This design comes from an exercise in tuning for small area on the open sky130 flow, not from production work.
Function was checked by simulation only, so behaviour that the tests miss may differ from the original.
Power and IR drop assume default switching activity. The clock port is modelled as an ideal driver; clocking choices that lean on that would not hold on a real chip.

## kcpsm6
module kcpsm6 (address, instruction, bram_enable, in_port, out_port, port_id, write_strobe, k_write_strobe, read_strobe, interrupt, interrupt_ack, sleep, reset, clk) ;
parameter [7:0] 	hwbuild = 8'h00 ;
parameter [11:0] 	interrupt_vector = 12'h3FF ;
parameter integer scratch_pad_memory_size = 64 ;   
output [11:0]	address ;
input	 [17:0]    	instruction ;
output		bram_enable ;
input	 [7:0]	in_port ;
output [7:0]	out_port ;
output [7:0]	port_id ;
output		write_strobe ;
output		k_write_strobe ;
output		read_strobe ;
input			interrupt ;
output		interrupt_ack ;
input			sleep ;
input			reset ;
input			clk ;
function lut_bit(input [63:0] init, input [5:0] idx);
clock: 9.0 ns
lec_check: 0
cap_margin: 20
core_margin: 2
core_utilization: 70
cts_buf_list: sky130_fd_sc_hd__clkbuf_16
cts_cluster_diameter: 80
cts_cluster_size: 30
place_density: 0.85
slew_margin: 20
synth_hierarchical: 1
synth_minimum_keep_size: 0
standard.sh (not shown) runs the stock make flow with config.mk's settings and CLKGATE_MAP_FILE= SYNTH_SCRIPT=/design/flow/synth_recipe.tcl, a recipe that flattens the netlist after the stock synthesis.
==> flow/flow/run.sh <==
#!/bin/bash
# The standard layout, with two changes: every input and output port is
# buffered with sky130_fd_sc_hd__buf_1 (the standard flow's buffer_ports picks
# a larger delay buffer), and the clock tree is built without dummy loads
# (CTS's load-balancing cells that drive nothing), with the same CTS settings
# as config.mk otherwise. make's full output goes to flow_make.log; each ORFS
# step keeps its own log under orfs/logs/.
set -euo pipefail
bash standard.sh \
  "BUFFER_PORTS_ARGS=-inputs -outputs -buffer_cell sky130_fd_sc_hd__buf_1" \
  "CTS_ARGS=-sink_clustering_enable -repair_clock_nets -sink_clustering_size 30 -sink_clustering_max_diameter 80 -buf_list sky130_fd_sc_hd__clkbuf_16 -dont_use_dummy_load" \
  finish > flow_make.log 2>&1
Rerun with:
--- a/flow/design.v
+++ b/flow/design.v
@@ -357,21 +357,21 @@
 generate
 for (i = 0 ; i < 31 ; i = i+1) begin : stack_word
   always @(posedge clk) if (sp_wr[i]) stack_mem[i][7:0] <= stack_wd[7:0] ;
   always @(posedge clk) if (sp_wr2[i]) stack_mem[i][14:8] <= stack_wd[14:8] ;
 end
 for (j = 0 ; j < 15 ; j = j+1) begin : stack_bit_rd
   wire [30:0] col ;
   for (i = 0 ; i < 31 ; i = i+1) begin : c
     assign col[i] = stack_mem[i][j] ;
   end
-  rdmux #(.N(31)) u (.s(j < 8 ? sp_sel[31:1] : sp_sel2[31:1]), .d(col), .y(stack_rd[j])) ;
+  rdmux #(.N(31)) u (.s(sp_sel[31:1]), .d(col), .y(stack_rd[j])) ;
 end
 endgenerate
 assign {stack_zero_flag, stack_carry_flag, stack_bank, stack_memory} = stack_rd ;
 wire [4:0] sp_step = t_state[2] ? 5'd1 :
                      t_state[1] ? (push_stack ? 5'd0 : pop_stack ? 5'd30 : 5'd31) : 5'd0 ;
 assign stack_pointer_value = stack_pointer + sp_step ;
 assign stack_pointer_carry = {&stack_pointer, 4'b0000} ;
 reg [4:0] pointer_q ;
 always @(posedge clk) pointer_q <= internal_reset ? 5'd0 : stack_pointer_value ;
 assign stack_pointer = pointer_q ;
Non-clock buffer count came out higher by 27.
Setup slack gains 0.50 ns.
Total power is about the same.
Synthesized cell count is lower by 1.1%.
Utilization increases by 0.29 points.
Area after synthesis hardly moves.
Count of clock-buffer cells in the layout grows by 1.
Worst hold slack stays flat.
Maximum frequency rises by 6.6%.
Final area hardly moves.
Global-route usage went up by 0.28 points.
Clock power hardly moves.
Clock skew rose by 0.019 ns.

---

kcpsm6, a different RTL version from the one above (not shown whole).
For scale: about 3,000 cells after synthesis.
Settings: LEC_CHECK=0, CAP_MARGIN=20, CORE_MARGIN=2, CORE_UTILIZATION=70, CTS_BUF_LIST=sky130_fd_sc_hd__clkbuf_16, CTS_CLUSTER_DIAMETER=80, CTS_CLUSTER_SIZE=30, PLACE_DENSITY=0.85, SLEW_MARGIN=20, SYNTH_HIERARCHICAL=1, SYNTH_MINIMUM_KEEP_SIZE=0; clock period 9.0 ns.
run.sh (not shown) runs the stock make flow with config.mk's settings and CLKGATE_MAP_FILE= SYNTH_SCRIPT=/design/flow/synth_recipe.tcl, a recipe that flattens the netlist after the stock synthesis.
Stock flow here: none of the scripts above is used.
Rerun with:
--- a/flow/design.v
+++ b/flow/design.v
@@ -1,26 +1,23 @@
 `timescale 1ns / 1ps
 module aoi222 (input a0, input b0, input a1, input b1, input a2, input b2, output y);
   assign y = ~((a0 & b0) | (a1 & b1) | (a2 & b2));
 endmodule
-module aoi22 (input a0, input b0, input a1, input b1, output y);
-  assign y = ~((a0 & b0) | (a1 & b1));
-endmodule
 module rdmux #(parameter N = 32) (input [N-1:0] s, input [N-1:0] d, output y);
   localparam G = N / 3, R = N % 3, P = G + (R != 0);
   wire [P-1:0] p;
   genvar i;
   generate
     for (i = 0; i < G; i = i + 1) begin : g
       aoi222 u (s[3*i], d[3*i], s[3*i+1], d[3*i+1], s[3*i+2], d[3*i+2], p[i]);
     end
     if (R == 2) begin : r2
-      aoi22 u (s[3*G], d[3*G], s[3*G+1], d[3*G+1], p[G]);
+      aoi222 u (s[3*G], d[3*G], s[3*G+1], d[3*G+1], s[0], d[0], p[G]);
     end
     if (R == 1) begin : r1
       assign p[G] = ~(s[3*G] & d[3*G]);
     end
   endgenerate
   assign y = ~&p;
 endmodule
 module nor2g (input a, input b, output y);
   assign y = ~(a | b);
@@ -161,19 +158,18 @@
 wire 	[11:0]	stack_memory ;
 wire 	[11:0]	return_vector ;
 wire       		stack_carry_flag ;
 wire      		shadow_carry_flag ;
 wire        	stack_zero_flag ;
 wire      		shadow_zero_value ;
 wire       		shadow_zero_flag ;
 wire             	stack_bank ;
 wire            	shadow_bank ;
-wire              stack_bit ;
 wire            	special_bit ;
 wire 	[4:0]		half_pointer_value ;
 wire 	[4:0]		feed_pointer_value ;
 wire 	[4:0]		stack_pointer_carry ;
 wire 	[4:0]		stack_pointer_value ;
 wire 	[4:0]		stack_pointer ;
 assign internal_reset_value = lut_bit(64'hFFFFF55500000EEE, {1'b1, reset, t_state[2], stack_pointer_carry[4], internal_reset, run});
 assign run_value = lut_bit(64'hFFFFF55500000EEE, {1'b0, reset, t_state[2], stack_pointer_carry[4], internal_reset, run});
 reg run_flop_q;
@@ -350,40 +346,38 @@
 reg stack_zero_flop_q;
 always @(posedge clk) stack_zero_flop_q <= stack_zero_flag;
 assign shadow_zero_value = stack_zero_flop_q;
 reg shadow_zero_flag_flop_q;
 always @(posedge clk) shadow_zero_flag_flop_q <= shadow_zero_value;
 assign shadow_zero_flag = shadow_zero_flag_flop_q;
 reg shadow_bank_flop_q;
 always @(posedge clk) shadow_bank_flop_q <= stack_bank;
 assign shadow_bank = shadow_bank_flop_q;
-reg stack_bit_flop_q;
-always @(posedge clk) stack_bit_flop_q <= stack_bit;
-assign special_bit = stack_bit_flop_q;
+assign special_bit = 1'b1 ;
 wire [31:0] sp_sel ;
-wire [15:0] stack_wd = {zero_flag, carry_flag, run, bank, pc} ;
-wire [15:0] stack_rd ;
+wire [14:0] stack_wd = {zero_flag, carry_flag, bank, pc} ;
+wire [14:0] stack_rd ;
 wire [31:0] sp_wr ;
 dec #(.AW(5), .W(1)) sp_dec (.a(stack_pointer[4:0]), .we(t_state[1]), .y(sp_sel), .w(sp_wr)) ;
-reg [15:0] stack_mem [0:31] ;
+reg [14:0] stack_mem [0:31] ;
 generate
 for (i = 0 ; i < 32 ; i = i+1) begin : stack_word
   always @(posedge clk) if (sp_wr[i]) stack_mem[i] <= stack_wd ;
 end
-for (j = 0 ; j < 16 ; j = j+1) begin : stack_bit_rd
+for (j = 0 ; j < 15 ; j = j+1) begin : stack_bit_rd
   wire [31:0] col ;
   for (i = 0 ; i < 32 ; i = i+1) begin : c
     assign col[i] = stack_mem[i][j] ;
   end
   rdmux #(.N(32)) u (.s(sp_sel), .d(col), .y(stack_rd[j])) ;
 end
 endgenerate
-assign {stack_zero_flag, stack_carry_flag, stack_bit, stack_bank, stack_memory} = stack_rd ;
+assign {stack_zero_flag, stack_carry_flag, stack_bank, stack_memory} = stack_rd ;
 generate
 for (i = 0 ; i <= 4 ; i = i+1)
 begin : stack_loop
 parameter [7:0]	id4 = 8'h30 + i/4 ;
 if (i == 0) begin: lsb_stack
 reg pointer_flop_q;
 always @(posedge clk) pointer_flop_q <= (internal_reset) ? 1'b0 : (stack_pointer_value[i]);
 assign stack_pointer[i] = pointer_flop_q;
 assign half_pointer_value[i] = lut_bit(64'h001529AAAAAAAAAA, {1'b1, t_state[2], t_state[1], push_stack, pop_stack, stack_pointer[i]});
What happened:
- register-to-register slack gains 0.86 ns
- final cell count is lower by 1.5%
- routed wire length is lower by 4.5%
- via count is lower by 0.69%
- hold slack gains 0.028 ns
- global-route usage is lower by 1.4 points
- synthesized cell count is lower by 0.98%
- utilization is about the same
- sequential share of layout area is lower by 0.21 points
- synthesized area is lower by 2.2%
- non-clock buffer count is lower by 25

==> re-timing with driven ports <==
No port has a modelled driver above. Below, the same layouts with a new extraction and two added sets of constraints. Step 1, drivers: a clkbuf_16 drives clk and a buf_2 each remaining input, both assumed. Step 2, shift: input delay + t, output delay - t, t = (earliest + latest rising clock arrival at the registers) / 2. This alone moves slack from input paths to output paths. a / b / c = ideal / step 1 / step 2; a / b = the first two.
run	t, ns	slack for setup (ns)	worst data-port slew with drivers (ns)
the first run of note 1	0.708	0.996 / 0.954 / 0.709	0.12
the second run of note 1	0.694	1.492 / 1.504 / 0.812	0.15
the first run of note 2	0.722	0.854 / 0.885 / 0.163	0.15
the second run of note 2	0.719	1.055 / 1.021 / 0.441	0.14
After both steps every run listed still meets setup and hold. For the first run of note 2, which loses most, drivers alone change the setup slack by +0.031 ns; drivers and shift together by -0.691 ns.
